Background: an optimization exercise with open tools, aiming at small area and a short achievable clock period. Do not read the settings as production practice. RTL that was checked went through simulation tests only; none was proved equivalent to the original.

Design overall_neural_network_training, start of the top module:
module overall_neural_network_training(
	input clock,
	input reset,
	input inp_1,
	input inp_2,
	input inp_3,
	input inp_4,
	input inp_5,
	input inp_6,
	output outp_1,
	output outp_2,
	output outp_3
);
Size: roughly 14000 cells after synthesis, roughly 2500 flip-flops, about 11 I/O pins.
export LEC_CHECK = 0
export CAP_MARGIN = 10
export CORE_MARGIN = 2
export CORE_UTILIZATION = 55
export CTS_BUF_LIST = sky130_fd_sc_hd__clkbuf_8
export CTS_CLUSTER_SIZE = 20
export SLEW_MARGIN = 10
create_clock -name core_clock -period 10.0 [get_ports {clock}]
standard.sh (not shown) runs the stock make flow with config.mk's settings and CLKGATE_MAP_FILE= SYNTH_SCRIPT=/design/flow/synth_recipe.tcl, a recipe that flattens the netlist after the stock synthesis.
==> flow/flow/run.sh <==
#!/bin/bash
set -euo pipefail
SETUP_SLACK_MARGIN=6 bash standard.sh > standard.log 2>&1
==> next run, changes <==
--- a/flow/config.mk
+++ b/flow/config.mk
@@ -8 +8 @@
-export CAP_MARGIN = 10
+export CAP_MARGIN = 20
@@ -10 +10 @@
-export CORE_UTILIZATION = 55
+export CORE_UTILIZATION = 65
@@ -13 +13 @@
-export SLEW_MARGIN = 10
+export SLEW_MARGIN = 20
=> The changed run went through all stages and came out clean; design area drops by 1.3%; worst setup slack gains 0.12 ns; routed wire length is lower by 3.6%; area after synthesis stays the same; non-clock buffer count drops by 31.
==> next run, changes <==
--- a/flow/config.mk
+++ b/flow/config.mk
@@ -10 +10 @@
-export CORE_UTILIZATION = 65
+export CORE_UTILIZATION = 55
The new run completed without violations.
Fmax decreases slightly.
Routed wire length went up by a few percent.
Final cell count increases by a few percent.
Design area came out higher slightly.
Area after synthesis does not change.
Critical path depth goes up by 1.
Non-clock buffer count came out higher by 26.
Global-route usage is lower by 3.5 points.
Hold slack got worse by 0.0044 ns.
==> next run, changes <==
--- a/flow/config.mk
+++ b/flow/config.mk
@@ -11,2 +10,0 @@
-export CTS_BUF_LIST = sky130_fd_sc_hd__clkbuf_8
-export CTS_CLUSTER_SIZE = 20
Effect:
- The new run passed the timing, design-rule and antenna checks
- wire length came out lower by about 0.5%
- count of clock-buffer cells in the layout is lower by 120
- die area does not change
==> next run, changes <==
--- a/flow/config.mk
+++ b/flow/config.mk
@@ -10 +10,4 @@
-export CORE_UTILIZATION = 55
+export CORE_UTILIZATION = 65
+export CTS_BUF_LIST = sky130_fd_sc_hd__clkbuf_16
+export CTS_CLUSTER_DIAMETER = 60
+export CTS_CLUSTER_SIZE = 30
=> Utilization rose by 9.2 points. Routed wire length is lower by 4.8%. Design area shrinks by 3.0%. Worst setup slack improved by 0.064 ns. Via count is about the same. Global-route usage went up by 3.2 points. Cell count is lower by 4.3%. First-iteration DRC count is higher by about 3.2%. Synthesized area stays the same.
==> next run, changes <==
==> flow/run.sh (new file) <==
#!/bin/bash
# synth_recipe.tcl (not shown) runs the flow's synth.tcl, then flattens the netlist and writes it again
# the make line also repeats each setting of config.mk as NAME=value (left out here)
make -C /OpenROAD-flow-scripts/flow DESIGN_CONFIG=/design/flow/config.mk WORK_HOME=/design/flow/orfs CLKGATE_MAP_FILE= SYNTH_SCRIPT=/design/flow/synth_recipe.tcl finish
--- a/flow/config.mk
+++ b/flow/config.mk
@@ -10,4 +10,2 @@
-export CORE_UTILIZATION = 65
-export CTS_BUF_LIST = sky130_fd_sc_hd__clkbuf_16
-export CTS_CLUSTER_DIAMETER = 60
-export CTS_CLUSTER_SIZE = 30
+export CORE_UTILIZATION = 55
+export SETUP_SLACK_MARGIN = 5
removed: flow/flow/run.sh
removed: flow/standard.sh
Effect:
- The new run finished with timing, DRC and antenna clean
- utilization went down by 11 points
- non-clock buffer count went down by 88
- area after synthesis does not change
- setup slack got worse by 0.53 ns
- hold slack degrades by 0.0084 ns
- cell count rose by 3.7%
- global-route usage goes down by 4.4 points
- via count fell by 1.3%

Starting RTL as in the previous note.
Design overall_neural_network_training, start of the top module:
module overall_neural_network_training(
	input clock,
	input reset,
	input inp_1,
	input inp_2,
	input inp_3,
	input inp_4,
	input inp_5,
	input inp_6,
	output outp_1,
	output outp_2,
	output outp_3
);
	wire [5:0] x = {inp_6, inp_5, inp_4, inp_3, inp_2, inp_1};
	wire [5:0] h;     
	wire [5:0] h_nx;  
	wire [2:0] o;     
	wire [2:0] o_nx;  
	reg  [2:0] fin;   
	reg  [5:0] xr;    
	reg  r1;          
	reg  [5:0] xc;
	reg  [5:0] hc;
	reg  [2:0] oc;
	always @(posedge clock or posedge reset)
		if (reset) begin
			xr <= 6'd0;
			r1 <= 1'b1;
			xc <= 6'h3F;
			hc <= 6'h3F;
			oc <= 3'h7;
		end else begin
			xr <= x;
			r1 <= 1'b0;
			xc <= x;
			hc <= h_nx;
			oc <= o_nx;
		end
	localparam [36*12-1:0] INIT_H = {
		12'h005, 12'hFEA, 12'h025, 12'hFF4, 12'h01C, 12'hFE1,    
		12'h013, 12'hFF1, 12'h003, 12'hFED, 12'h015, 12'hFFB,    
		12'h01D, 12'hFF1, 12'h021, 12'h01F, 12'hFE7, 12'h013,    
		12'h008, 12'hFF3, 12'h010, 12'hFEB, 12'h015, 12'hFEA,    
		12'h00C, 12'hFE5, 12'hFDB, 12'h012, 12'hFF1, 12'h020,    
		12'h019, 12'hFF6, 12'h017, 12'hFDC, 12'h00E, 12'hFE9};   
	localparam [18*12-1:0] INIT_O = {
		12'h005, 12'hFF6, 12'h023, 12'hFE3, 12'h019, 12'hFE2,    
  ...
Settings: LEC_CHECK=0, CAP_MARGIN=20, CORE_MARGIN=2, CORE_UTILIZATION=65, CTS_BUF_LIST=sky130_fd_sc_hd__clkbuf_16, CTS_CLUSTER_DIAMETER=80, CTS_CLUSTER_SIZE=30, SLEW_MARGIN=20; clock period 10.0 ns.
==> flow/flow/run.sh <==
#!/bin/bash
set -euo pipefail
SETUP_SLACK_MARGIN=6 bash standard.sh > standard.log 2>&1
Rerun with:
- ABC_AREA: unset -> 1
- CTS_BUF_LIST: sky130_fd_sc_hd__clkbuf_16 -> sky130_fd_sc_hd__clkbuf_8
- CTS_CLUSTER_DIAMETER: 80 -> unset
- CTS_CLUSTER_SIZE: 30 -> 20
What happened:
- The new run finished with timing, DRC and antenna clean
- flip-flop and latch count stays the same
- cell area came out higher by 3.9%
- wire length came out higher by 10%
- worst setup slack gets better by 0.13 ns
- synthesized cell count came out higher by 24%
- final cell count came out higher by 26%
Rerun with:
- ABC_AREA: 1 -> unset
- CTS_BUF_LIST: sky130_fd_sc_hd__clkbuf_8 -> sky130_fd_sc_hd__clkbuf_16
- CTS_CLUSTER_DIAMETER: unset -> 70
- CTS_CLUSTER_SIZE: 20 -> 24
Effect:
- The new run went through all stages and came out clean
- wire length is lower by 9.2%
- final cell count shrinks by 21%
- global-route usage decreases by 2.5 points
- area after synthesis goes down by 1.1%
- critical path depth is lower by 5
- via count falls by 11%
- cell area came out lower by 3.6%
- maximum frequency fell by 2.2%
- setup slack loses 0.092 ns

Another version of the RTL of overall_neural_network_training (not shown whole).
Size: ~2500 flip-flops, roughly 11 I/O pins, about 130000 um^2 of cells after synthesis.
Design overall_neural_network_training, start of the top module:
module overall_neural_network_training(
	input clock,
	input reset,
	input inp_1,
	input inp_2,
	input inp_3,
	input inp_4,
	input inp_5,
	input inp_6,
	output outp_1,
	output outp_2,
	output outp_3
);
make LEC_CHECK=0 CAP_MARGIN=20 CORE_MARGIN=2 CORE_UTILIZATION=40 SETUP_SLACK_MARGIN=5 SLEW_MARGIN=20 finish   # period 10.0 ns
run.sh (not shown) runs the stock make flow with config.mk's settings and CLKGATE_MAP_FILE= SYNTH_SCRIPT=/design/flow/synth_recipe.tcl, a recipe that flattens the netlist after the stock synthesis.
Stock flow here: none of the scripts above is used.
The baseline ran to the end with no violations.
Change:
Settings changed: ABC_AREA from default to 1.
=> The changed run finished clean; fmax stays flat; wire length rises by roughly a tenth; clock-buffer cell count went up by 16; via count goes up by about a fifth.
No run of this note included a check of the RTL's function; only the layout flow was run.

== cedar ==
Another version of the RTL of overall_neural_network_training (not shown whole).
Size: ~11 I/O pins.
clock: 10.0 ns
lec_check: 0
cap_margin: 20
core_margin: 2
core_utilization: 65
setup_slack_margin: 5
slew_margin: 20
cedar: flow completed, timing, DRC and antenna clean
The following lists how onyx was set up differently from cedar:
# cedar
export LEC_CHECK = 0
export CAP_MARGIN = 20
export CORE_MARGIN = 2
export CORE_UTILIZATION = 65
export SETUP_SLACK_MARGIN = 5
export SLEW_MARGIN = 20
create_clock -name core_clock -period 10.0 [get_ports {clock}]
# onyx
export LEC_CHECK = 0
export CAP_MARGIN = 20
export CORE_MARGIN = 2
export CORE_UTILIZATION = 55
export SLEW_MARGIN = 20
create_clock -name core_clock -period 10.0 [get_ports {clock}]
==> flow/flow/run.sh (new file) <==
#!/bin/bash
set -euo pipefail
SETUP_SLACK_MARGIN=6.5 bash standard.sh > standard.log 2>&1
==> flow/standard.sh (new file) <==
#!/bin/bash
# synth_recipe.tcl (not shown) runs the flow's synth.tcl, then flattens the netlist and writes it again
# the make line also repeats each setting of config.mk as NAME=value (left out here)
make -C /OpenROAD-flow-scripts/flow DESIGN_CONFIG=/design/flow/config.mk WORK_HOME=/design/flow/orfs CLKGATE_MAP_FILE= SYNTH_SCRIPT=/design/flow/synth_recipe.tcl "${@:-finish}"
removed: flow/run.sh
--- outcome ---
Going from cedar to onyx, sum of met3 wire segment lengths after detailed routing grew by a few percent. Re wire length: cedar and onyx aren't equal, and the lower value belongs to cedar. Looking at hold slack across cedar and onyx, the one that comes out higher is onyx. Diff cedar and onyx: worst setup slack higher in onyx.
For ember, these inputs were changed with respect to onyx:
==> flow/flow/run.sh <==
#!/bin/bash
set -euo pipefail
SETUP_SLACK_MARGIN=6 bash standard.sh > standard.log 2>&1
Findings:
- Max met1 track demand over resource in global routing across ember and onyx: onyx
- Comparing the two runs side by side, ember comes out ahead of onyx on via total after detailed routing.
- Number of standard cells in the layout, taps in and fillers out, ember and onyx, lower one = ember.
- Per the final summary, ember finished and its layout is clean on timing, DRC and antenna.
- The standard cells in ember occupy less silicon area than those in onyx do.
- For worst hold slack across all endpoints, onyx and ember come out practically identical.
- Compared with onyx, ember shows number of DRC violations after detailed-routing iteration 0 lower by about 2%.
- ember gives less global routing met2 resource utilization than onyx did.
For pepper, these inputs were changed with respect to ember:
# ember
export LEC_CHECK = 0
export CAP_MARGIN = 20
export CORE_MARGIN = 2
export CORE_UTILIZATION = 55
export SLEW_MARGIN = 20
create_clock -name core_clock -period 10.0 [get_ports {clock}]
# pepper
export LEC_CHECK = 0
export CAP_MARGIN = 20
export CORE_MARGIN = 2
export CORE_UTILIZATION = 65
export CTS_BUF_LIST = sky130_fd_sc_hd__clkbuf_16
export CTS_CLUSTER_DIAMETER = 70
export CTS_CLUSTER_SIZE = 24
export SLEW_MARGIN = 20
create_clock -name core_clock -period 10.0 [get_ports {clock}]
Findings:
pepper: post-layout minimum cycle time 0.12 ns above ember. pepper finished end to end and its layout was clean on timing, DRC and antenna. The clock-buffer cell count of pepper is lower than that of ember. Going from ember to pepper, highest attainable clock frequency lower; wire length of the first global-routing pass lost about 2.5%. Compared with ember, pepper shows a first-iteration DRC count that is 9.7% higher. Global-route usage came out higher on pepper than on ember. Changes observed in pepper relative to ember: arrival time of the worst setup path went up by 0.12 ns, met1 demand-to-capacity share in global routing moved up. The lower critical-path maximum fanout came out of pepper.

[afterwards: timing with drivers on the ports]
The flow's constraints put no driver on any port. The routed layouts listed below were extracted and timed again, unchanged, in two steps.
Step 1: set_driving_cell puts a clkbuf_16 on clock and a buf_2 on each other input, an assumption about the parent block.
Step 2 moves the port delays by t, midway between the first and last clock arrival at a register: inputs arrive t later, outputs are due t later. That takes back most of the time a late clock gives input paths.
Three values: ideal ports, drivers, drivers and shift; two values: the first two.
run	t, ns	setup WS [ns]	worst setup path after step 2	clock arrival spread, ns	slew at the worst register clock pin (ns)
the first run of note 1	1.157	5.823 / 5.823 / 5.395	input to register	0.080 / 0.080	0.07 / 0.07
the second run of note 1	1.163	5.938 / 5.938 / 5.527	input to register	0.062 / 0.063	0.07 / 0.07
the third run of note 1	1.157	5.920 / 5.920 / 5.411	input to register	0.066 / 0.066	0.07 / 0.07
the fourth run of note 1	0.985	5.880 / 5.880 / 5.385	input to register	0.046 / 0.046	0.06 / 0.06
the fifth run of note 1	0.933	5.943 / 5.943 / 5.512	input to register	0.057 / 0.057	0.11 / 0.11
the sixth run of note 1	0.991	5.416 / 5.416 / 5.416	register to register	0.058 / 0.059	0.06 / 0.06
the first run of note 2	0.899	5.856 / 5.856 / 5.527	input to register	0.039 / 0.039	0.11 / 0.11
the second run of note 2	1.155	5.989 / 5.989 / 5.197	input to register	0.063 / 0.063	0.07 / 0.07
the third run of note 2	0.911	5.897 / 5.897 / 5.585	input to register	0.033 / 0.033	0.10 / 0.10
the first run of note 3	0.952	5.236 / 5.236 / 5.236	register to register	0.055 / 0.055	0.07 / 0.07
the second run of note 3	0.941	5.228 / 5.228 / 4.942	input to register	0.034 / 0.033	0.06 / 0.06
cedar	0.996	5.264 / 5.264 / 5.264	register to register	0.055 / 0.054	0.06 / 0.06
onyx	1.010	5.858 / 5.858 / 5.360	input to register	0.042 / 0.041	0.07 / 0.07
ember	0.990	5.901 / 5.901 / 5.312	input to register	0.044 / 0.044	0.07 / 0.07
pepper	0.916	5.781 / 5.781 / 5.386	input to register	0.040 / 0.040	0.10 / 0.10
After both steps setup and hold are still met in every run listed. For the second run of note 2, which loses most, drivers alone change the setup slack by 0.000 ns; drivers and shift together by -0.792 ns.
